Background: an optimization exercise with open tools, aiming at small area, a short achievable clock period and few clock cycles per item. Do not read the settings as production practice. Only the layout flow was run in this run; the RTL was not checked for function there.

===== flow/config.mk =====
export PLATFORM = sky130hd
export DESIGN_NAME = jenc_backend
export DESIGN_NICKNAME = jenc_backend
export VERILOG_FILES = /design/flow/design.v
export SDC_FILE = /design/flow/constraint.sdc
export NUM_CORES = 4
export LEC_CHECK = 0
export CAP_MARGIN = 20
export CORE_MARGIN = 2
export CORE_UTILIZATION = 40
export PLACE_DENSITY = 0.6
export SLEW_MARGIN = 20

===== flow/constraint.sdc =====
create_clock -name core_clock -period 9.5 [get_ports {clk}]
set_input_delay 1.9000 -clock core_clock [delete_from_list [all_inputs] [get_ports {clk}]]
set_output_delay 1.9000 -clock core_clock [all_outputs]
set_load 0.01 [all_outputs]

===== flow/design.v =====
module huff_tables (
    input  logic [9:0]  addr,
    output logic [4:0]  len,
    output logic [15:0] code
);
always_comb begin
    case (addr)
    10'b1_0_0000_0000: begin len = 5'd2; code = 16'b0000000000000000; end
    10'b1_0_0000_0001: begin len = 5'd3; code = 16'b0000000000000010; end
    10'b1_0_0000_0010: begin len = 5'd3; code = 16'b0000000000000011; end
    10'b1_0_0000_0011: begin len = 5'd3; code = 16'b0000000000000100; end
    10'b1_0_0000_0100: begin len = 5'd3; code = 16'b0000000000000101; end
    10'b1_0_0000_0101: begin len = 5'd3; code = 16'b0000000000000110; end
    10'b1_0_0000_0110: begin len = 5'd4; code = 16'b0000000000001110; end
    10'b1_0_0000_0111: begin len = 5'd5; code = 16'b0000000000011110; end
    10'b1_0_0000_1000: begin len = 5'd6; code = 16'b0000000000111110; end
    10'b1_0_0000_1001: begin len = 5'd7; code = 16'b0000000001111110; end
    10'b1_0_0000_1010: begin len = 5'd8; code = 16'b0000000011111110; end
    10'b1_0_0000_1011: begin len = 5'd9; code = 16'b0000000111111110; end
    10'b0_0_0000_0000: begin len = 5'd4; code = 16'b0000000000001010; end
    10'b0_0_0000_0001: begin len = 5'd2; code = 16'b0000000000000000; end
    10'b0_0_0000_0010: begin len = 5'd2; code = 16'b0000000000000001; end
    10'b0_0_0000_0011: begin len = 5'd3; code = 16'b0000000000000100; end
    10'b0_0_0000_0100: begin len = 5'd4; code = 16'b0000000000001011; end
    10'b0_0_0000_0101: begin len = 5'd5; code = 16'b0000000000011010; end
    10'b0_0_0000_0110: begin len = 5'd7; code = 16'b0000000001111000; end
    10'b0_0_0000_0111: begin len = 5'd8; code = 16'b0000000011111000; end
    10'b0_0_0000_1000: begin len = 5'd10; code = 16'b0000001111110110; end
    10'b0_0_0000_1001: begin len = 5'd16; code = 16'b1111111110000010; end
    10'b0_0_0000_1010: begin len = 5'd16; code = 16'b1111111110000011; end
    10'b0_0_0001_0001: begin len = 5'd4; code = 16'b0000000000001100; end
    10'b0_0_0001_0010: begin len = 5'd5; code = 16'b0000000000011011; end
    10'b0_0_0001_0011: begin len = 5'd7; code = 16'b0000000001111001; end
    10'b0_0_0001_0100: begin len = 5'd9; code = 16'b0000000111110110; end
    10'b0_0_0001_0101: begin len = 5'd11; code = 16'b0000011111110110; end
    10'b0_0_0001_0110: begin len = 5'd16; code = 16'b1111111110000100; end
    10'b0_0_0001_0111: begin len = 5'd16; code = 16'b1111111110000101; end
    10'b0_0_0001_1000: begin len = 5'd16; code = 16'b1111111110000110; end
    10'b0_0_0001_1001: begin len = 5'd16; code = 16'b1111111110000111; end
    10'b0_0_0001_1010: begin len = 5'd16; code = 16'b1111111110001000; end
    10'b0_0_0010_0001: begin len = 5'd5; code = 16'b0000000000011100; end
    10'b0_0_0010_0010: begin len = 5'd8; code = 16'b0000000011111001; end
    10'b0_0_0010_0011: begin len = 5'd10; code = 16'b0000001111110111; end
    10'b0_0_0010_0100: begin len = 5'd12; code = 16'b0000111111110100; end
    10'b0_0_0010_0101: begin len = 5'd16; code = 16'b1111111110001001; end
    10'b0_0_0010_0110: begin len = 5'd16; code = 16'b1111111110001010; end
    10'b0_0_0010_0111: begin len = 5'd16; code = 16'b1111111110001011; end
    10'b0_0_0010_1000: begin len = 5'd16; code = 16'b1111111110001100; end
    10'b0_0_0010_1001: begin len = 5'd16; code = 16'b1111111110001101; end
    10'b0_0_0010_1010: begin len = 5'd16; code = 16'b1111111110001110; end
    10'b0_0_0011_0001: begin len = 5'd6; code = 16'b0000000000111010; end
    10'b0_0_0011_0010: begin len = 5'd9; code = 16'b0000000111110111; end
    10'b0_0_0011_0011: begin len = 5'd12; code = 16'b0000111111110101; end
    10'b0_0_0011_0100: begin len = 5'd16; code = 16'b1111111110001111; end
    10'b0_0_0011_0101: begin len = 5'd16; code = 16'b1111111110010000; end
    10'b0_0_0011_0110: begin len = 5'd16; code = 16'b1111111110010001; end
    10'b0_0_0011_0111: begin len = 5'd16; code = 16'b1111111110010010; end
    10'b0_0_0011_1000: begin len = 5'd16; code = 16'b1111111110010011; end
    10'b0_0_0011_1001: begin len = 5'd16; code = 16'b1111111110010100; end
    10'b0_0_0011_1010: begin len = 5'd16; code = 16'b1111111110010101; end
    10'b0_0_0100_0001: begin len = 5'd6; code = 16'b0000000000111011; end
    10'b0_0_0100_0010: begin len = 5'd10; code = 16'b0000001111111000; end
    10'b0_0_0100_0011: begin len = 5'd16; code = 16'b1111111110010110; end
    10'b0_0_0100_0100: begin len = 5'd16; code = 16'b1111111110010111; end
    10'b0_0_0100_0101: begin len = 5'd16; code = 16'b1111111110011000; end
    10'b0_0_0100_0110: begin len = 5'd16; code = 16'b1111111110011001; end
    10'b0_0_0100_0111: begin len = 5'd16; code = 16'b1111111110011010; end
    10'b0_0_0100_1000: begin len = 5'd16; code = 16'b1111111110011011; end
    10'b0_0_0100_1001: begin len = 5'd16; code = 16'b1111111110011100; end
    10'b0_0_0100_1010: begin len = 5'd16; code = 16'b1111111110011101; end
    10'b0_0_0101_0001: begin len = 5'd7; code = 16'b0000000001111010; end
    10'b0_0_0101_0010: begin len = 5'd11; code = 16'b0000011111110111; end
    10'b0_0_0101_0011: begin len = 5'd16; code = 16'b1111111110011110; end
    10'b0_0_0101_0100: begin len = 5'd16; code = 16'b1111111110011111; end
    10'b0_0_0101_0101: begin len = 5'd16; code = 16'b1111111110100000; end
    10'b0_0_0101_0110: begin len = 5'd16; code = 16'b1111111110100001; end
    10'b0_0_0101_0111: begin len = 5'd16; code = 16'b1111111110100010; end
    10'b0_0_0101_1000: begin len = 5'd16; code = 16'b1111111110100011; end
    10'b0_0_0101_1001: begin len = 5'd16; code = 16'b1111111110100100; end
    10'b0_0_0101_1010: begin len = 5'd16; code = 16'b1111111110100101; end
    10'b0_0_0110_0001: begin len = 5'd7; code = 16'b0000000001111011; end
    10'b0_0_0110_0010: begin len = 5'd12; code = 16'b0000111111110110; end
    10'b0_0_0110_0011: begin len = 5'd16; code = 16'b1111111110100110; end
    10'b0_0_0110_0100: begin len = 5'd16; code = 16'b1111111110100111; end
    10'b0_0_0110_0101: begin len = 5'd16; code = 16'b1111111110101000; end
    10'b0_0_0110_0110: begin len = 5'd16; code = 16'b1111111110101001; end
    10'b0_0_0110_0111: begin len = 5'd16; code = 16'b1111111110101010; end
    10'b0_0_0110_1000: begin len = 5'd16; code = 16'b1111111110101011; end
    10'b0_0_0110_1001: begin len = 5'd16; code = 16'b1111111110101100; end
    10'b0_0_0110_1010: begin len = 5'd16; code = 16'b1111111110101101; end
    10'b0_0_0111_0001: begin len = 5'd8; code = 16'b0000000011111010; end
    10'b0_0_0111_0010: begin len = 5'd12; code = 16'b0000111111110111; end
    10'b0_0_0111_0011: begin len = 5'd16; code = 16'b1111111110101110; end
    10'b0_0_0111_0100: begin len = 5'd16; code = 16'b1111111110101111; end
    10'b0_0_0111_0101: begin len = 5'd16; code = 16'b1111111110110000; end
    10'b0_0_0111_0110: begin len = 5'd16; code = 16'b1111111110110001; end
    10'b0_0_0111_0111: begin len = 5'd16; code = 16'b1111111110110010; end
    10'b0_0_0111_1000: begin len = 5'd16; code = 16'b1111111110110011; end
    10'b0_0_0111_1001: begin len = 5'd16; code = 16'b1111111110110100; end
    10'b0_0_0111_1010: begin len = 5'd16; code = 16'b1111111110110101; end
    10'b0_0_1000_0001: begin len = 5'd9; code = 16'b0000000111111000; end
    10'b0_0_1000_0010: begin len = 5'd15; code = 16'b0111111111000000; end
    10'b0_0_1000_0011: begin len = 5'd16; code = 16'b1111111110110110; end
    10'b0_0_1000_0100: begin len = 5'd16; code = 16'b1111111110110111; end
    10'b0_0_1000_0101: begin len = 5'd16; code = 16'b1111111110111000; end
    10'b0_0_1000_0110: begin len = 5'd16; code = 16'b1111111110111001; end
    10'b0_0_1000_0111: begin len = 5'd16; code = 16'b1111111110111010; end
    10'b0_0_1000_1000: begin len = 5'd16; code = 16'b1111111110111011; end
    10'b0_0_1000_1001: begin len = 5'd16; code = 16'b1111111110111100; end
    10'b0_0_1000_1010: begin len = 5'd16; code = 16'b1111111110111101; end
    10'b0_0_1001_0001: begin len = 5'd9; code = 16'b0000000111111001; end
    10'b0_0_1001_0010: begin len = 5'd16; code = 16'b1111111110111110; end
    10'b0_0_1001_0011: begin len = 5'd16; code = 16'b1111111110111111; end
    10'b0_0_1001_0100: begin len = 5'd16; code = 16'b1111111111000000; end
    10'b0_0_1001_0101: begin len = 5'd16; code = 16'b1111111111000001; end
    10'b0_0_1001_0110: begin len = 5'd16; code = 16'b1111111111000010; end
    10'b0_0_1001_0111: begin len = 5'd16; code = 16'b1111111111000011; end
    10'b0_0_1001_1000: begin len = 5'd16; code = 16'b1111111111000100; end
    10'b0_0_1001_1001: begin len = 5'd16; code = 16'b1111111111000101; end
    10'b0_0_1001_1010: begin len = 5'd16; code = 16'b1111111111000110; end
    10'b0_0_1010_0001: begin len = 5'd9; code = 16'b0000000111111010; end
    10'b0_0_1010_0010: begin len = 5'd16; code = 16'b1111111111000111; end
    10'b0_0_1010_0011: begin len = 5'd16; code = 16'b1111111111001000; end
    10'b0_0_1010_0100: begin len = 5'd16; code = 16'b1111111111001001; end
    10'b0_0_1010_0101: begin len = 5'd16; code = 16'b1111111111001010; end
    10'b0_0_1010_0110: begin len = 5'd16; code = 16'b1111111111001011; end
    10'b0_0_1010_0111: begin len = 5'd16; code = 16'b1111111111001100; end
    10'b0_0_1010_1000: begin len = 5'd16; code = 16'b1111111111001101; end
    10'b0_0_1010_1001: begin len = 5'd16; code = 16'b1111111111001110; end
    10'b0_0_1010_1010: begin len = 5'd16; code = 16'b1111111111001111; end
    10'b0_0_1011_0001: begin len = 5'd10; code = 16'b0000001111111001; end
    10'b0_0_1011_0010: begin len = 5'd16; code = 16'b1111111111010000; end
    10'b0_0_1011_0011: begin len = 5'd16; code = 16'b1111111111010001; end
    10'b0_0_1011_0100: begin len = 5'd16; code = 16'b1111111111010010; end
    10'b0_0_1011_0101: begin len = 5'd16; code = 16'b1111111111010011; end
    10'b0_0_1011_0110: begin len = 5'd16; code = 16'b1111111111010100; end
    10'b0_0_1011_0111: begin len = 5'd16; code = 16'b1111111111010101; end
    10'b0_0_1011_1000: begin len = 5'd16; code = 16'b1111111111010110; end
    10'b0_0_1011_1001: begin len = 5'd16; code = 16'b1111111111010111; end
    10'b0_0_1011_1010: begin len = 5'd16; code = 16'b1111111111011000; end
    10'b0_0_1100_0001: begin len = 5'd10; code = 16'b0000001111111010; end
    10'b0_0_1100_0010: begin len = 5'd16; code = 16'b1111111111011001; end
    10'b0_0_1100_0011: begin len = 5'd16; code = 16'b1111111111011010; end
    10'b0_0_1100_0100: begin len = 5'd16; code = 16'b1111111111011011; end
    10'b0_0_1100_0101: begin len = 5'd16; code = 16'b1111111111011100; end
    10'b0_0_1100_0110: begin len = 5'd16; code = 16'b1111111111011101; end
    10'b0_0_1100_0111: begin len = 5'd16; code = 16'b1111111111011110; end
    10'b0_0_1100_1000: begin len = 5'd16; code = 16'b1111111111011111; end
    10'b0_0_1100_1001: begin len = 5'd16; code = 16'b1111111111100000; end
    10'b0_0_1100_1010: begin len = 5'd16; code = 16'b1111111111100001; end
    10'b0_0_1101_0001: begin len = 5'd11; code = 16'b0000011111111000; end
    10'b0_0_1101_0010: begin len = 5'd16; code = 16'b1111111111100010; end
    10'b0_0_1101_0011: begin len = 5'd16; code = 16'b1111111111100011; end
    10'b0_0_1101_0100: begin len = 5'd16; code = 16'b1111111111100100; end
    10'b0_0_1101_0101: begin len = 5'd16; code = 16'b1111111111100101; end
    10'b0_0_1101_0110: begin len = 5'd16; code = 16'b1111111111100110; end
    10'b0_0_1101_0111: begin len = 5'd16; code = 16'b1111111111100111; end
    10'b0_0_1101_1000: begin len = 5'd16; code = 16'b1111111111101000; end
    10'b0_0_1101_1001: begin len = 5'd16; code = 16'b1111111111101001; end
    10'b0_0_1101_1010: begin len = 5'd16; code = 16'b1111111111101010; end
    10'b0_0_1110_0001: begin len = 5'd16; code = 16'b1111111111101011; end
    10'b0_0_1110_0010: begin len = 5'd16; code = 16'b1111111111101100; end
    10'b0_0_1110_0011: begin len = 5'd16; code = 16'b1111111111101101; end
    10'b0_0_1110_0100: begin len = 5'd16; code = 16'b1111111111101110; end
    10'b0_0_1110_0101: begin len = 5'd16; code = 16'b1111111111101111; end
    10'b0_0_1110_0110: begin len = 5'd16; code = 16'b1111111111110000; end
    10'b0_0_1110_0111: begin len = 5'd16; code = 16'b1111111111110001; end
    10'b0_0_1110_1000: begin len = 5'd16; code = 16'b1111111111110010; end
    10'b0_0_1110_1001: begin len = 5'd16; code = 16'b1111111111110011; end
    10'b0_0_1110_1010: begin len = 5'd16; code = 16'b1111111111110100; end
    10'b0_0_1111_0000: begin len = 5'd11; code = 16'b0000011111111001; end
    10'b0_0_1111_0001: begin len = 5'd16; code = 16'b1111111111110101; end
    10'b0_0_1111_0010: begin len = 5'd16; code = 16'b1111111111110110; end
    10'b0_0_1111_0011: begin len = 5'd16; code = 16'b1111111111110111; end
    10'b0_0_1111_0100: begin len = 5'd16; code = 16'b1111111111111000; end
    10'b0_0_1111_0101: begin len = 5'd16; code = 16'b1111111111111001; end
    10'b0_0_1111_0110: begin len = 5'd16; code = 16'b1111111111111010; end
    10'b0_0_1111_0111: begin len = 5'd16; code = 16'b1111111111111011; end
    10'b0_0_1111_1000: begin len = 5'd16; code = 16'b1111111111111100; end
    10'b0_0_1111_1001: begin len = 5'd16; code = 16'b1111111111111101; end
    10'b0_0_1111_1010: begin len = 5'd16; code = 16'b1111111111111110; end
    10'b1_1_0000_0000: begin len = 5'd2; code = 16'b0000000000000000; end
    10'b1_1_0000_0001: begin len = 5'd2; code = 16'b0000000000000001; end
    10'b1_1_0000_0010: begin len = 5'd2; code = 16'b0000000000000010; end
    10'b1_1_0000_0011: begin len = 5'd3; code = 16'b0000000000000110; end
    10'b1_1_0000_0100: begin len = 5'd4; code = 16'b0000000000001110; end
    10'b1_1_0000_0101: begin len = 5'd5; code = 16'b0000000000011110; end
    10'b1_1_0000_0110: begin len = 5'd6; code = 16'b0000000000111110; end
    10'b1_1_0000_0111: begin len = 5'd7; code = 16'b0000000001111110; end
    10'b1_1_0000_1000: begin len = 5'd8; code = 16'b0000000011111110; end
    10'b1_1_0000_1001: begin len = 5'd9; code = 16'b0000000111111110; end
    10'b1_1_0000_1010: begin len = 5'd10; code = 16'b0000001111111110; end
    10'b1_1_0000_1011: begin len = 5'd11; code = 16'b0000011111111110; end
    10'b0_1_0000_0000: begin len = 5'd2; code = 16'b0000000000000000; end
    10'b0_1_0000_0001: begin len = 5'd2; code = 16'b0000000000000001; end
    10'b0_1_0000_0010: begin len = 5'd3; code = 16'b0000000000000100; end
    10'b0_1_0000_0011: begin len = 5'd4; code = 16'b0000000000001010; end
    10'b0_1_0000_0100: begin len = 5'd5; code = 16'b0000000000011000; end
    10'b0_1_0000_0101: begin len = 5'd5; code = 16'b0000000000011001; end
    10'b0_1_0000_0110: begin len = 5'd6; code = 16'b0000000000111000; end
    10'b0_1_0000_0111: begin len = 5'd7; code = 16'b0000000001111000; end
    10'b0_1_0000_1000: begin len = 5'd9; code = 16'b0000000111110100; end
    10'b0_1_0000_1001: begin len = 5'd10; code = 16'b0000001111110110; end
    10'b0_1_0000_1010: begin len = 5'd12; code = 16'b0000111111110100; end
    10'b0_1_0001_0001: begin len = 5'd4; code = 16'b0000000000001011; end
    10'b0_1_0001_0010: begin len = 5'd6; code = 16'b0000000000111001; end
    10'b0_1_0001_0011: begin len = 5'd8; code = 16'b0000000011110110; end
    10'b0_1_0001_0100: begin len = 5'd9; code = 16'b0000000111110101; end
    10'b0_1_0001_0101: begin len = 5'd11; code = 16'b0000011111110110; end
    10'b0_1_0001_0110: begin len = 5'd12; code = 16'b0000111111110101; end
    10'b0_1_0001_0111: begin len = 5'd16; code = 16'b1111111110001000; end
    10'b0_1_0001_1000: begin len = 5'd16; code = 16'b1111111110001001; end
    10'b0_1_0001_1001: begin len = 5'd16; code = 16'b1111111110001010; end
    10'b0_1_0001_1010: begin len = 5'd16; code = 16'b1111111110001011; end
    10'b0_1_0010_0001: begin len = 5'd5; code = 16'b0000000000011010; end
    10'b0_1_0010_0010: begin len = 5'd8; code = 16'b0000000011110111; end
    10'b0_1_0010_0011: begin len = 5'd10; code = 16'b0000001111110111; end
    10'b0_1_0010_0100: begin len = 5'd12; code = 16'b0000111111110110; end
    10'b0_1_0010_0101: begin len = 5'd15; code = 16'b0111111111000010; end
    10'b0_1_0010_0110: begin len = 5'd16; code = 16'b1111111110001100; end
    10'b0_1_0010_0111: begin len = 5'd16; code = 16'b1111111110001101; end
    10'b0_1_0010_1000: begin len = 5'd16; code = 16'b1111111110001110; end
    10'b0_1_0010_1001: begin len = 5'd16; code = 16'b1111111110001111; end
    10'b0_1_0010_1010: begin len = 5'd16; code = 16'b1111111110010000; end
    10'b0_1_0011_0001: begin len = 5'd5; code = 16'b0000000000011011; end
    10'b0_1_0011_0010: begin len = 5'd8; code = 16'b0000000011111000; end
    10'b0_1_0011_0011: begin len = 5'd10; code = 16'b0000001111111000; end
    10'b0_1_0011_0100: begin len = 5'd12; code = 16'b0000111111110111; end
    10'b0_1_0011_0101: begin len = 5'd16; code = 16'b1111111110010001; end
    10'b0_1_0011_0110: begin len = 5'd16; code = 16'b1111111110010010; end
    10'b0_1_0011_0111: begin len = 5'd16; code = 16'b1111111110010011; end
    10'b0_1_0011_1000: begin len = 5'd16; code = 16'b1111111110010100; end
    10'b0_1_0011_1001: begin len = 5'd16; code = 16'b1111111110010101; end
    10'b0_1_0011_1010: begin len = 5'd16; code = 16'b1111111110010110; end
    10'b0_1_0100_0001: begin len = 5'd6; code = 16'b0000000000111010; end
    10'b0_1_0100_0010: begin len = 5'd9; code = 16'b0000000111110110; end
    10'b0_1_0100_0011: begin len = 5'd16; code = 16'b1111111110010111; end
    10'b0_1_0100_0100: begin len = 5'd16; code = 16'b1111111110011000; end
    10'b0_1_0100_0101: begin len = 5'd16; code = 16'b1111111110011001; end
    10'b0_1_0100_0110: begin len = 5'd16; code = 16'b1111111110011010; end
    10'b0_1_0100_0111: begin len = 5'd16; code = 16'b1111111110011011; end
    10'b0_1_0100_1000: begin len = 5'd16; code = 16'b1111111110011100; end
    10'b0_1_0100_1001: begin len = 5'd16; code = 16'b1111111110011101; end
    10'b0_1_0100_1010: begin len = 5'd16; code = 16'b1111111110011110; end
    10'b0_1_0101_0001: begin len = 5'd6; code = 16'b0000000000111011; end
    10'b0_1_0101_0010: begin len = 5'd10; code = 16'b0000001111111001; end
    10'b0_1_0101_0011: begin len = 5'd16; code = 16'b1111111110011111; end
    10'b0_1_0101_0100: begin len = 5'd16; code = 16'b1111111110100000; end
    10'b0_1_0101_0101: begin len = 5'd16; code = 16'b1111111110100001; end
    10'b0_1_0101_0110: begin len = 5'd16; code = 16'b1111111110100010; end
    10'b0_1_0101_0111: begin len = 5'd16; code = 16'b1111111110100011; end
    10'b0_1_0101_1000: begin len = 5'd16; code = 16'b1111111110100100; end
    10'b0_1_0101_1001: begin len = 5'd16; code = 16'b1111111110100101; end
    10'b0_1_0101_1010: begin len = 5'd16; code = 16'b1111111110100110; end
    10'b0_1_0110_0001: begin len = 5'd7; code = 16'b0000000001111001; end
    10'b0_1_0110_0010: begin len = 5'd11; code = 16'b0000011111110111; end
    10'b0_1_0110_0011: begin len = 5'd16; code = 16'b1111111110100111; end
    10'b0_1_0110_0100: begin len = 5'd16; code = 16'b1111111110101000; end
    10'b0_1_0110_0101: begin len = 5'd16; code = 16'b1111111110101001; end
    10'b0_1_0110_0110: begin len = 5'd16; code = 16'b1111111110101010; end
    10'b0_1_0110_0111: begin len = 5'd16; code = 16'b1111111110101011; end
    10'b0_1_0110_1000: begin len = 5'd16; code = 16'b1111111110101100; end
    10'b0_1_0110_1001: begin len = 5'd16; code = 16'b1111111110101101; end
    10'b0_1_0110_1010: begin len = 5'd16; code = 16'b1111111110101110; end
    10'b0_1_0111_0001: begin len = 5'd7; code = 16'b0000000001111010; end
    10'b0_1_0111_0010: begin len = 5'd11; code = 16'b0000011111111000; end
    10'b0_1_0111_0011: begin len = 5'd16; code = 16'b1111111110101111; end
    10'b0_1_0111_0100: begin len = 5'd16; code = 16'b1111111110110000; end
    10'b0_1_0111_0101: begin len = 5'd16; code = 16'b1111111110110001; end
    10'b0_1_0111_0110: begin len = 5'd16; code = 16'b1111111110110010; end
    10'b0_1_0111_0111: begin len = 5'd16; code = 16'b1111111110110011; end
    10'b0_1_0111_1000: begin len = 5'd16; code = 16'b1111111110110100; end
    10'b0_1_0111_1001: begin len = 5'd16; code = 16'b1111111110110101; end
    10'b0_1_0111_1010: begin len = 5'd16; code = 16'b1111111110110110; end
    10'b0_1_1000_0001: begin len = 5'd8; code = 16'b0000000011111001; end
    10'b0_1_1000_0010: begin len = 5'd16; code = 16'b1111111110110111; end
    10'b0_1_1000_0011: begin len = 5'd16; code = 16'b1111111110111000; end
    10'b0_1_1000_0100: begin len = 5'd16; code = 16'b1111111110111001; end
    10'b0_1_1000_0101: begin len = 5'd16; code = 16'b1111111110111010; end
    10'b0_1_1000_0110: begin len = 5'd16; code = 16'b1111111110111011; end
    10'b0_1_1000_0111: begin len = 5'd16; code = 16'b1111111110111100; end
    10'b0_1_1000_1000: begin len = 5'd16; code = 16'b1111111110111101; end
    10'b0_1_1000_1001: begin len = 5'd16; code = 16'b1111111110111110; end
    10'b0_1_1000_1010: begin len = 5'd16; code = 16'b1111111110111111; end
    10'b0_1_1001_0001: begin len = 5'd9; code = 16'b0000000111110111; end
    10'b0_1_1001_0010: begin len = 5'd16; code = 16'b1111111111000000; end
    10'b0_1_1001_0011: begin len = 5'd16; code = 16'b1111111111000001; end
    10'b0_1_1001_0100: begin len = 5'd16; code = 16'b1111111111000010; end
    10'b0_1_1001_0101: begin len = 5'd16; code = 16'b1111111111000011; end
    10'b0_1_1001_0110: begin len = 5'd16; code = 16'b1111111111000100; end
    10'b0_1_1001_0111: begin len = 5'd16; code = 16'b1111111111000101; end
    10'b0_1_1001_1000: begin len = 5'd16; code = 16'b1111111111000110; end
    10'b0_1_1001_1001: begin len = 5'd16; code = 16'b1111111111000111; end
    10'b0_1_1001_1010: begin len = 5'd16; code = 16'b1111111111001000; end
    10'b0_1_1010_0001: begin len = 5'd9; code = 16'b0000000111111000; end
    10'b0_1_1010_0010: begin len = 5'd16; code = 16'b1111111111001001; end
    10'b0_1_1010_0011: begin len = 5'd16; code = 16'b1111111111001010; end
    10'b0_1_1010_0100: begin len = 5'd16; code = 16'b1111111111001011; end
    10'b0_1_1010_0101: begin len = 5'd16; code = 16'b1111111111001100; end
    10'b0_1_1010_0110: begin len = 5'd16; code = 16'b1111111111001101; end
    10'b0_1_1010_0111: begin len = 5'd16; code = 16'b1111111111001110; end
    10'b0_1_1010_1000: begin len = 5'd16; code = 16'b1111111111001111; end
    10'b0_1_1010_1001: begin len = 5'd16; code = 16'b1111111111010000; end
    10'b0_1_1010_1010: begin len = 5'd16; code = 16'b1111111111010001; end
    10'b0_1_1011_0001: begin len = 5'd9; code = 16'b0000000111111001; end
    10'b0_1_1011_0010: begin len = 5'd16; code = 16'b1111111111010010; end
    10'b0_1_1011_0011: begin len = 5'd16; code = 16'b1111111111010011; end
    10'b0_1_1011_0100: begin len = 5'd16; code = 16'b1111111111010100; end
    10'b0_1_1011_0101: begin len = 5'd16; code = 16'b1111111111010101; end
    10'b0_1_1011_0110: begin len = 5'd16; code = 16'b1111111111010110; end
    10'b0_1_1011_0111: begin len = 5'd16; code = 16'b1111111111010111; end
    10'b0_1_1011_1000: begin len = 5'd16; code = 16'b1111111111011000; end
    10'b0_1_1011_1001: begin len = 5'd16; code = 16'b1111111111011001; end
    10'b0_1_1011_1010: begin len = 5'd16; code = 16'b1111111111011010; end
    10'b0_1_1100_0001: begin len = 5'd9; code = 16'b0000000111111010; end
    10'b0_1_1100_0010: begin len = 5'd16; code = 16'b1111111111011011; end
    10'b0_1_1100_0011: begin len = 5'd16; code = 16'b1111111111011100; end
    10'b0_1_1100_0100: begin len = 5'd16; code = 16'b1111111111011101; end
    10'b0_1_1100_0101: begin len = 5'd16; code = 16'b1111111111011110; end
    10'b0_1_1100_0110: begin len = 5'd16; code = 16'b1111111111011111; end
    10'b0_1_1100_0111: begin len = 5'd16; code = 16'b1111111111100000; end
    10'b0_1_1100_1000: begin len = 5'd16; code = 16'b1111111111100001; end
    10'b0_1_1100_1001: begin len = 5'd16; code = 16'b1111111111100010; end
    10'b0_1_1100_1010: begin len = 5'd16; code = 16'b1111111111100011; end
    10'b0_1_1101_0001: begin len = 5'd11; code = 16'b0000011111111001; end
    10'b0_1_1101_0010: begin len = 5'd16; code = 16'b1111111111100100; end
    10'b0_1_1101_0011: begin len = 5'd16; code = 16'b1111111111100101; end
    10'b0_1_1101_0100: begin len = 5'd16; code = 16'b1111111111100110; end
    10'b0_1_1101_0101: begin len = 5'd16; code = 16'b1111111111100111; end
    10'b0_1_1101_0110: begin len = 5'd16; code = 16'b1111111111101000; end
    10'b0_1_1101_0111: begin len = 5'd16; code = 16'b1111111111101001; end
    10'b0_1_1101_1000: begin len = 5'd16; code = 16'b1111111111101010; end
    10'b0_1_1101_1001: begin len = 5'd16; code = 16'b1111111111101011; end
    10'b0_1_1101_1010: begin len = 5'd16; code = 16'b1111111111101100; end
    10'b0_1_1110_0001: begin len = 5'd14; code = 16'b0011111111100000; end
    10'b0_1_1110_0010: begin len = 5'd16; code = 16'b1111111111101101; end
    10'b0_1_1110_0011: begin len = 5'd16; code = 16'b1111111111101110; end
    10'b0_1_1110_0100: begin len = 5'd16; code = 16'b1111111111101111; end
    10'b0_1_1110_0101: begin len = 5'd16; code = 16'b1111111111110000; end
    10'b0_1_1110_0110: begin len = 5'd16; code = 16'b1111111111110001; end
    10'b0_1_1110_0111: begin len = 5'd16; code = 16'b1111111111110010; end
    10'b0_1_1110_1000: begin len = 5'd16; code = 16'b1111111111110011; end
    10'b0_1_1110_1001: begin len = 5'd16; code = 16'b1111111111110100; end
    10'b0_1_1110_1010: begin len = 5'd16; code = 16'b1111111111110101; end
    10'b0_1_1111_0000: begin len = 5'd10; code = 16'b0000001111111010; end
    10'b0_1_1111_0001: begin len = 5'd15; code = 16'b0111111111000011; end
    10'b0_1_1111_0010: begin len = 5'd16; code = 16'b1111111111110110; end
    10'b0_1_1111_0011: begin len = 5'd16; code = 16'b1111111111110111; end
    10'b0_1_1111_0100: begin len = 5'd16; code = 16'b1111111111111000; end
    10'b0_1_1111_0101: begin len = 5'd16; code = 16'b1111111111111001; end
    10'b0_1_1111_0110: begin len = 5'd16; code = 16'b1111111111111010; end
    10'b0_1_1111_0111: begin len = 5'd16; code = 16'b1111111111111011; end
    10'b0_1_1111_1000: begin len = 5'd16; code = 16'b1111111111111100; end
    10'b0_1_1111_1001: begin len = 5'd16; code = 16'b1111111111111101; end
    10'b0_1_1111_1010: begin len = 5'd16; code = 16'b1111111111111110; end
    default: begin len = 5'd0; code = 16'd0; end
    endcase
end
endmodule
module entropy #(
    parameter int DEPTH = 4                 
) (
    input  logic signed [10:0]  q0,
    input  logic signed [10:0]  q1,
    input  logic                q_valid,
    output logic                q_hold,
    input  logic [4:0]          q_cnt,
    input  logic [1:0]          q_chroma,
    input  logic                q_last_mcu,
    output logic [25:0]         out_chunk,      
    output logic [4:0]          out_len,        
    output logic                out_last,       
    output logic                out_valid,
    input  logic                out_take,       
    input  logic                clk,
    input  logic                resetn
);
localparam int AW = $clog2(DEPTH);
typedef struct packed {
    logic               last;
    logic               dc;
    logic [1:0]         chroma;
    logic [1:0]         zrl;
    logic [3:0]         run;
    logic [10:0]        val;
} entry_t;
logic [5:0]     run_r;            
logic           take;
logic           is_dc, is_end, nz0, nz1;
logic           e0, e1;
logic [5:0]     run1;
entry_t         ent0, ent1;
always_comb begin
    take   = q_valid & ~q_hold;
    is_dc  = q_cnt == 5'd0;
    is_end = &q_cnt;
    nz0    = |q0;
    nz1    = |q1;
    e0     = is_dc | nz0;
    e1     = is_end | nz1;
    run1   = e0 ? 6'd0 : run_r + 6'd1;
    ent0.last   = 1'b0;
    ent0.dc     = is_dc;
    ent0.chroma = q_chroma;
    ent0.zrl    = is_dc ? 2'd0 : run_r[5:4];
    ent0.run    = is_dc ? 4'd0 : run_r[3:0];
    ent0.val    = q0;
    ent1.last   = is_end & q_last_mcu;
    ent1.dc     = 1'b0;
    ent1.chroma = q_chroma;
    ent1.zrl    = nz1 ? run1[5:4] : 2'd0;       
    ent1.run    = nz1 ? run1[3:0] : 4'd0;
    ent1.val    = q1;
end
always_ff @(posedge clk)
    if (take)
        run_r <= nz1 ? 6'd0 : run1 + 6'd1;
entry_t         mem [DEPTH];
logic [AW-1:0]  wp, rp;
logic [AW:0]    cnt, cnt_next;
logic           pop;
logic [1:0]     npush;
entry_t         first;
entry_t         head;
always_comb begin
    npush    = take ? {1'b0, e0} + {1'b0, e1} : 2'd0;
    first    = e0 ? ent0 : ent1;
    head     = mem[rp];
    cnt_next = cnt + {{(AW-1){1'b0}}, npush} - {{AW{1'b0}}, pop};
end
always_ff @(posedge clk) begin
    for (int i = 0; i < DEPTH; i++) begin
        if (take & (e0 | e1) & wp == AW'(i))
            mem[i] <= first;
        else if (take & e0 & e1 & wp + AW'(1) == AW'(i))
            mem[i] <= ent1;
    end
end
always_ff @(posedge clk)
    if (!resetn) begin
        wp     <= '0;
        rp     <= '0;
        cnt    <= '0;
        q_hold <= 1'b0;
    end else begin
        wp     <= wp + AW'(npush);
        rp     <= rp + AW'(pop);
        cnt    <= cnt_next;
        q_hold <= cnt_next > (AW+1)'(DEPTH - 2);
    end
function automatic [3:0] bit_length(input logic [10:0] m);
    bit_length = 0;
    for (int k = 0; k < 11; k++)
        if (m[k])
            bit_length = 4'(k + 1);
endfunction
logic signed [10:0] pred [3];
logic [1:0]         zc;           
logic               s_valid, s_ready;
logic               s_dc, s_chroma, s_last;
logic [3:0]         s_run, s_size;
logic [10:0]        s_amp;
logic               h_valid, h_zrl;
logic signed [11:0] v;
logic signed [10:0] p;
logic [10:0]        mag, smear;
logic [3:0]         size;
logic               c_ready;
always_comb begin
    h_valid = cnt != '0;
    h_zrl   = head.zrl != zc;
    p       = head.dc ? pred[head.chroma] : 11'sd0;
    v       = {head.val[10], head.val} - {p[10], p};
    mag     = v[11] ? 11'(-v) : v[10:0];
    size    = bit_length(mag);
    smear   = mag;
    for (int k = 9; k >= 0; k--)
        smear[k] = smear[k] | smear[k+1];
    s_ready = ~s_valid | c_ready;
    pop     = h_valid & s_ready & ~h_zrl;
end
always_ff @(posedge clk)
    if (!resetn) begin
        s_valid <= 1'b0;
        zc      <= 2'd0;
        for (int c = 0; c < 3; c++)
            pred[c] <= '0;
    end else if (s_ready) begin
        s_valid <= h_valid;
        if (h_valid) begin
            if (h_zrl)
                zc <= zc + 2'd1;
            else begin
                zc <= 2'd0;
                if (head.last)
                    for (int c = 0; c < 3; c++)
                        pred[c] <= '0;
                else if (head.dc)
                    pred[head.chroma] <= head.val;
            end
        end
    end
always_ff @(posedge clk)
    if (s_ready & h_valid) begin
        s_dc     <= head.dc;
        s_chroma <= |head.chroma;
        s_last   <= head.last & ~h_zrl;
        s_run    <= h_zrl ? 4'hf : head.run;
        s_size   <= h_zrl ? 4'h0 : size;
        s_amp    <= h_zrl ? 11'h0 : (v[11] ? mag ^ smear : mag);
    end
logic [4:0]     code_len;
logic [15:0]    code;
huff_tables ht (
    .addr   ({s_dc, s_chroma, s_run, s_size}),
    .len    (code_len),
    .code   (code)
);
always_comb c_ready = ~out_valid | out_take;
always_ff @(posedge clk)
    if (!resetn)
        out_valid <= 1'b0;
    else if (c_ready)
        out_valid <= s_valid;
always_ff @(posedge clk)
    if (c_ready & s_valid) begin
        out_chunk <= (26'(code) << s_size) | 26'(s_amp);
        out_len   <= code_len + 5'(s_size);
        out_last  <= s_last;
    end
endmodule
module byte_pack #(
    parameter int W = 33                    
) (
    input  logic [25:0]         chunk,          
    input  logic [4:0]          chunk_len,
    input  logic                chunk_last,
    input  logic                chunk_valid,
    output logic                chunk_take,
    output logic [31:0]         out_data,
    output logic                out_tlast,
    output logic                out_valid,
    input  logic                out_hold,
    input  logic                clk,
    input  logic                resetn
);
localparam int NW = $clog2(W + 1);
logic [W-1:0]   acc;             
logic [NW-1:0]  n;               
logic           flush;           
logic           stuffp;          
logic [23:0]    asm_r;           
logic [1:0]     k;               
logic [NW-4:0]  full;
logic           part;
logic [1:0]     avail;           
logic [15:0]    pad, tb;
logic [7:0]     b0, b1;
logic           ff0, ff1;
always_comb begin
    full  = n[NW-1:3];
    part  = flush & (n[2:0] != 3'd0);
    avail = (full >= 2) ? 2'd2 : 2'(full) + 2'(part);
    if (avail > 2'd2) avail = 2'd2;
    pad   = (flush && n < NW'(16)) ? (16'hffff >> n[3:0]) : 16'h0;
    tb    = acc[W-1 -: 16] | pad;
    b0    = tb[15:8];
    b1    = tb[7:0];
    ff0   = &b0;
    ff1   = &b1;
end
logic [1:0]     e;               
logic [1:0]     d;               
logic [7:0]     x0, x1;
logic           stuffp_n;
always_comb begin
    x0 = 8'h00; x1 = 8'h00; e = 2'd0; d = 2'd0; stuffp_n = 1'b0;
    if (stuffp) begin
        x0 = 8'h00;
        if (avail != 2'd0) begin
            x1 = b0; e = 2'd2; d = 2'd1; stuffp_n = ff0;
        end else begin
            e = 2'd1;
        end
    end else if (avail != 2'd0) begin
        x0 = b0;
        if (ff0) begin
            x1 = 8'h00; e = 2'd2; d = 2'd1;
        end else if (avail == 2'd2) begin
            x1 = b1; e = 2'd2; d = 2'd2; stuffp_n = ff1;
        end else begin
            e = 2'd1; d = 2'd1;
        end
    end
end
logic [NW-1:0]  n_d;
logic [2:0]     t;
logic           done, push, go;
logic [31:0]    word;
logic [3:0]     left_after;
always_comb begin
    n_d   = (n > NW'(8 * d)) ? n - NW'(8 * d) : '0;
    t     = {1'b0, k} + {1'b0, e};
    done  = flush & (n_d == '0) & ~stuffp_n;
    push  = (t >= 3'd4) | (done & (t != 3'd0));
    go    = ~(push & out_valid);
    case (k)
        2'd0: word = {x0, x1, 16'hffff};
        2'd1: word = {asm_r[23:16], x0, x1, 8'hff};
        2'd2: word = {asm_r[23:8], x0, x1};
        default: word = {asm_r, x0};
    endcase
    if (t < 3'd4) begin
        if (t <= 3'd1) word[23:16] = 8'hff;
        if (t <= 3'd2) word[15:8]  = 8'hff;
        if (t <= 3'd3) word[7:0]   = 8'hff;
    end
end
logic [W+15:0]  ext, ext_d;
logic           fit;
logic [NW:0]    nl;
always_comb begin
    nl    = (NW+1)'(n) + (NW+1)'(chunk_len);
    case (d)
        2'd0: fit = nl <= (NW+1)'(W);
        2'd1: fit = nl <= (NW+1)'(W + 8);
        default: fit = nl <= (NW+1)'(W + 16);
    endcase
    chunk_take = chunk_valid & ~flush & go & fit;
    ext   = {acc, 16'h0};
    if (chunk_take)
        ext = ext | ((W+16)'(chunk) << (W + 16 - nl));
    case (go ? d : 2'd0)
        2'd0: ext_d = ext;
        2'd1: ext_d = ext << 8;
        default: ext_d = ext << 16;
    endcase
end
always_ff @(posedge clk)
    if (!resetn) begin
        acc       <= '0;
        n         <= '0;
        flush     <= 1'b0;
        stuffp    <= 1'b0;
        k         <= 2'd0;
        out_valid <= 1'b0;
    end else begin
        if (out_valid & ~out_hold)
            out_valid <= 1'b0;
        if (go) begin
            acc    <= ext_d[W+15 -: W];
            n      <= n_d + (chunk_take ? NW'(chunk_len) : '0);
            stuffp <= stuffp_n;
            if (chunk_take & chunk_last)
                flush <= 1'b1;
            else if (done & (t <= 3'd4))
                flush <= 1'b0;
            if (push) begin
                out_valid <= 1'b1;
                k         <= (t == 3'd5) ? 2'd1 : 2'd0;
            end else
                k         <= t[1:0];
        end
    end
always_ff @(posedge clk)
    if (go) begin
        if (push) begin
            out_data  <= word;
            out_tlast <= done & (t <= 3'd4);
            asm_r[23:16] <= x1;           
        end else
            case (k)
                2'd0: asm_r[23:8] <= {x0, x1};
                2'd1: asm_r[15:0] <= {x0, x1};
                2'd2: asm_r[7:0] <= x0;
                default: ;
            endcase
    end
endmodule
module jenc_backend (
    input  logic               clk,
    input  logic               resetn,
    input  logic signed [10:0] q0,
    input  logic signed [10:0] q1,
    input  logic               q_valid,
    output logic               q_hold,
    input  logic [4:0]         q_cnt,
    input  logic [1:0]         q_chroma,
    input  logic               q_last_mcu,
    output logic [31:0]        out_data,
    output logic               out_tlast,
    output logic               out_valid,
    input  logic               out_hold
);
logic [25:0]    chunk;
logic [4:0]     chunk_len;
logic           chunk_last;
logic           chunk_valid;
logic           chunk_take;
entropy entropy (
    .q0             (q0),
    .q1             (q1),
    .q_valid        (q_valid),
    .q_hold         (q_hold),
    .q_cnt          (q_cnt),
    .q_chroma       (q_chroma),
    .q_last_mcu     (q_last_mcu),
    .out_chunk      (chunk),
    .out_len        (chunk_len),
    .out_last       (chunk_last),
    .out_valid      (chunk_valid),
    .out_take       (chunk_take),
    .clk            (clk),
    .resetn         (resetn)
);
byte_pack byte_pack (
    .chunk          (chunk),
    .chunk_len      (chunk_len),
    .chunk_last     (chunk_last),
    .chunk_valid    (chunk_valid),
    .chunk_take     (chunk_take),
    .out_data       (out_data),
    .out_tlast      (out_tlast),
    .out_valid      (out_valid),
    .out_hold       (out_hold),
    .clk            (clk),
    .resetn         (resetn)
);
endmodule

===== flow/run.sh =====
#!/bin/bash
# synth_recipe.tcl (not shown) runs the flow's synth.tcl, then flattens the netlist and writes it again
# the make line also repeats each setting of config.mk as NAME=value (left out here)
make -C /OpenROAD-flow-scripts/flow DESIGN_CONFIG=/design/flow/config.mk WORK_HOME=/design/flow/orfs CLKGATE_MAP_FILE= SYNTH_SCRIPT=/design/flow/synth_recipe.tcl finish

==> summary.md <==
| Metric | Value |
|---|---|
| YS warnings | `3` |
| Fail Step | `1_2_yosys` |
| Status | `did not finish` |
| Error | `ERROR: TCL interpreter returned an error: Source files actually used in the design:` |
